Background: an optimization exercise with open tools, aiming at small area, a short achievable clock period and few clock cycles per item. Do not read the settings as production practice. RTL that was checked went through simulation tests only; none was proved equivalent to the original.

// initialization
module initialization(
    input [127:0] key,
    input [127:0] nonce,
    input clk,
    input rst,
    input start,
    output reg finish,
    output reg [319:0] state
 );
   localparam [63:0] IV = 64'h00001000808c0001;
   reg        busy;
   reg [3:0]  rnd;
   reg        last;    
   wire [127:0] kx = last ? key : 128'd0;
   wire [319:0] nxt;
   Perm P(.S(state), .rnd(rnd), .k3(kx[127:64]), .k4(kx[63:0]), .S_out(nxt));
   always @(posedge clk) begin
      if (rst) begin
         busy   <= 1'b0;
         finish <= 1'b0;
      end else if (start && !busy) begin
         busy   <= 1'b1;
         finish <= 1'b0;
      end else if (busy && last) begin
         busy   <= 1'b0;
         finish <= 1'b1;
      end
   end
   always @(posedge clk) begin
      if (start && !busy) begin
         state <= {IV, key, nonce};
         rnd   <= 4'd0;
         last  <= 1'b0;
      end else if (busy) begin
         state <= nxt;
         rnd   <= rnd + 4'd1;
         last  <= (rnd == 4'd10);
      end
   end
endmodule
For scale: roughly 2,800 cells after synthesis, about 330 flip-flops, ~0.032 sq mm of cells after synthesis.
export LEC_CHECK = 0
export CAP_MARGIN = 20
export CORE_MARGIN = 2
export CORE_UTILIZATION = 35
export SLEW_MARGIN = 20
create_clock -name core_clock -period 5.0 [get_ports {clk}]
standard.sh (not shown) runs the stock make flow with config.mk's settings and CLKGATE_MAP_FILE= SYNTH_SCRIPT=/design/flow/synth_recipe.tcl, a recipe that flattens the netlist after the stock synthesis.
==> flow/flow/run.sh <==
#!/bin/bash
set -euo pipefail
export BUFFER_PORTS_ARGS="-buffer_cell sky130_fd_sc_hd__buf_2"
bash standard.sh > standard.log 2>&1
The starting point ran to the end with no violations.
==> next run, changes <==
==> flow/run.sh (new file) <==
#!/bin/bash
# synth_recipe.tcl (not shown) runs the flow's synth.tcl, then flattens the netlist and writes it again
# the make line also repeats each setting of config.mk as NAME=value (left out here)
make -C /OpenROAD-flow-scripts/flow DESIGN_CONFIG=/design/flow/config.mk WORK_HOME=/design/flow/orfs CLKGATE_MAP_FILE= SYNTH_SCRIPT=/design/flow/synth_recipe.tcl finish
removed: flow/flow/run.sh
removed: flow/standard.sh
The changed run ran to the end with no violations.
Synthesized cell count does not change.
Global-route usage increases by 0.84 points.
Synthesized area stays the same.
Wire length goes up by 2.0%.
Clock-buffer cell count is lower by 4.
Final area went up by about 8%.
Via count fell by 1.1%.
First-iteration DRC count drops by 7.3%.
Non-clock buffer count stays the same.
No run of this note included a check of the RTL's function; only the layout flow was run.

========
## run A
Another version of the RTL of initialization (not shown whole).
Size: about 2800 cells after synthesis, roughly 330 flip-flops, roughly 0.031 mm² of cells after synthesis.
// initialization
module initialization(
    input [127:0] key,
    input [127:0] nonce,
    input clk,
    input rst,
    input start,
    output reg finish,
    output reg [319:0] state
 );
==> flow/config.mk <==
export PLATFORM = sky130hd
export DESIGN_NAME = initialization
export DESIGN_NICKNAME = initialization
export VERILOG_FILES = /design/flow/design.v
export SDC_FILE = /design/flow/constraint.sdc
export NUM_CORES = 4
export LEC_CHECK = 0
export CAP_MARGIN = 0
export CORE_MARGIN = 2
export CORE_UTILIZATION = 35
export CTS_CLUSTER_DIAMETER = 80
export CTS_CLUSTER_SIZE = 40
export GPL_ROUTABILITY_DRIVEN = 0
export SETUP_SLACK_MARGIN = 2.55
export SLEW_MARGIN = 0
==> flow/constraint.sdc <==
create_clock -name core_clock -period 5.0 [get_ports {clk}]
set_input_delay 1.0000 -clock core_clock [delete_from_list [all_inputs] [get_ports {clk}]]
set_output_delay 1.0000 -clock core_clock [all_outputs]
set_load 0.01 [all_outputs]
==> flow/flow/run.sh <==
#!/bin/bash
set -euo pipefail
export BUFFER_PORTS_ARGS="-buffer_cell sky130_fd_sc_hd__buf_2"
bash standard.sh > standard.log 2>&1
Having completed the whole flow, run A delivered a layout that passed the timing, design-rule and antenna checks.
Testbench counts of run A, summed over its fixed seeds: cycles 5,000, items 384.
What run B does differently from run A at the input level:
- SLEW_MARGIN: 0 -> 20
- CAP_MARGIN: 0 -> 20
- CORE_UTILIZATION: 35 -> 45
## What came out
Summary of run B over run A: number of standard-cell rows in the floorplan lower; total core area lower; multi-input gate area in the final layout lower.
--- input diff run B..run C ---
- changing SETUP_SLACK_MARGIN from 2.55 to 2.5
- removing CTS_CLUSTER_SIZE (formerly 40)
- removing CTS_CLUSTER_DIAMETER (formerly 80)
- changing CORE_UTILIZATION from 45 to 35
- removing GPL_ROUTABILITY_DRIVEN (formerly 0)
[summary]
[run C vs run B] maximum cell stage delay along the critical path: higher in run C
Final critical delay including setup and external delays, run B and run C: larger value in run C
Run C reached the end of the flow, and the finished layout is clean on the timing, design-rule and antenna checks.
Min iteration count of the initial detailed-routing pass across run B and run C: run C
Summary of run C over run B: post-synthesis cell count neither gained nor lost much; final wirelength increased 7.5 mm; final clock skew moved up.
The inputs of run D differ from those of run C as listed below.
- putting GPL_ROUTABILITY_DRIVEN at 0 where nothing was set
- putting CTS_CLUSTER_SIZE at 40 where nothing was set
- swapping 2.5 for 2.7 in SETUP_SLACK_MARGIN
- putting CTS_CLUSTER_DIAMETER at 80 where nothing was set
==> flow/flow/run.sh <==
#!/bin/bash
set -euo pipefail
here=$(cd "$(dirname "$0")" && pwd)
export BUFFER_PORTS_ARGS="-buffer_cell sky130_fd_sc_hd__buf_2"
export PRE_GLOBAL_ROUTE_TCL="$here/pre_grt.tcl"
export RECOVER_POWER=100
bash standard.sh > standard.log 2>&1
==> flow/flow/pre_grt.tcl (new file) <==
# Sourced before global routing. ORFS's recover_power_helper downsizes gates on
# paths with positive slack; run it against a setup uncertainty equal to the
# design's current setup slack, so that only gates off the critical paths are
# downsized and the worst slack at the design's clock is kept.
rename recover_power_helper my_orig_recover_power_helper
proc recover_power_helper { } {
  set ws [worst_slack -max]
  if { $ws <= 0 } { return }
  puts "recover_power_helper: setup uncertainty $ws ns while downsizing"
  set_clock_uncertainty -setup $ws [all_clocks]
  my_orig_recover_power_helper
  unset_clock_uncertainty -setup [all_clocks]
  puts "recover_power_helper: worst slack after downsizing [worst_slack -max]"
}
## What came out
- Cell count: run D higher than run C
- Run D and run C ended up with nearly the same buffer levels on the longest clock path.
- [diff] first-pass GRT wire length, run D relative to run C: regression
- Against run C, wire length in run D came out worse.
- The hold-fix buffer count after cts was comparable across run D and run C.
- Diff run D and run C: met2 global-route usage higher in run C
- Run C -> run D: average wire per cell in the routed design decreased by a few percent
- Portion of the post-synthesis area used by sequential elements came out exactly the same in run D and run C.
Relative to run D, the following input files were edited for run E:
- CORE_UTILIZATION: 35 -> 65
- PLACE_DENSITY: unset -> 0.75
- SETUP_SLACK_MARGIN: 2.7 -> 2.55
==> flow/flow/run.sh <==
#!/bin/bash
set -euo pipefail
export BUFFER_PORTS_ARGS="-buffer_cell sky130_fd_sc_hd__buf_2"
bash standard.sh > standard.log 2>&1
removed: flow/flow/pre_grt.tcl
==> comparison <==
Of the two values seen for capturing instance or port of the critical path, state[273] was produced by run E and state[260] by run D.
Looking at design area, run E sits below run D.
Run D → run E: met3 wire length shows an increase of about 3.3%, minimum setup slack in the final design has increased.

[re-timing with driven ports]
No port has a modelled driver above. Below, the same layouts with a new extraction and two added sets of constraints.
Step 1, drivers: a clkbuf_16 drives clk and a buf_2 each remaining input, both assumed.
Step 2 adds t to the input delays and takes it off the output delays; t is the mean of the earliest and latest rising clock arrival at the registers after step 1. Input paths then give back, and output paths get back, about the clock's delay inside the block.
a / b / c = ideal / step 1 / step 2; a / b = the first two.
run | t, ns | setup WS [ns] | worst register clock-pin slew, ns
the first run of note 1 | 0.665 | 1.499 / 1.499 / 1.293 | 0.07 / 0.07
the second run of note 1 | 0.661 | 1.878 / 1.878 / 1.571 | 0.07 / 0.07
run A | 0.692 | 2.426 / 2.426 / 2.253 | 0.10 / 0.10
run B | 0.700 | 2.451 / 2.440 / 2.349 | 0.09 / 0.09
run C | 0.657 | 2.339 / 2.339 / 2.180 | 0.07 / 0.07
run D | 0.694 | 2.315 / 2.315 / 2.272 | 0.10 / 0.10
run E | 0.689 | 2.331 / 2.331 / 2.059 | 0.09 / 0.09
After both steps setup and hold are still met in every run listed. The setup slack of the second run of note 1, which loses most, moves by 0.000 ns with the drivers and by -0.307 ns with both steps.
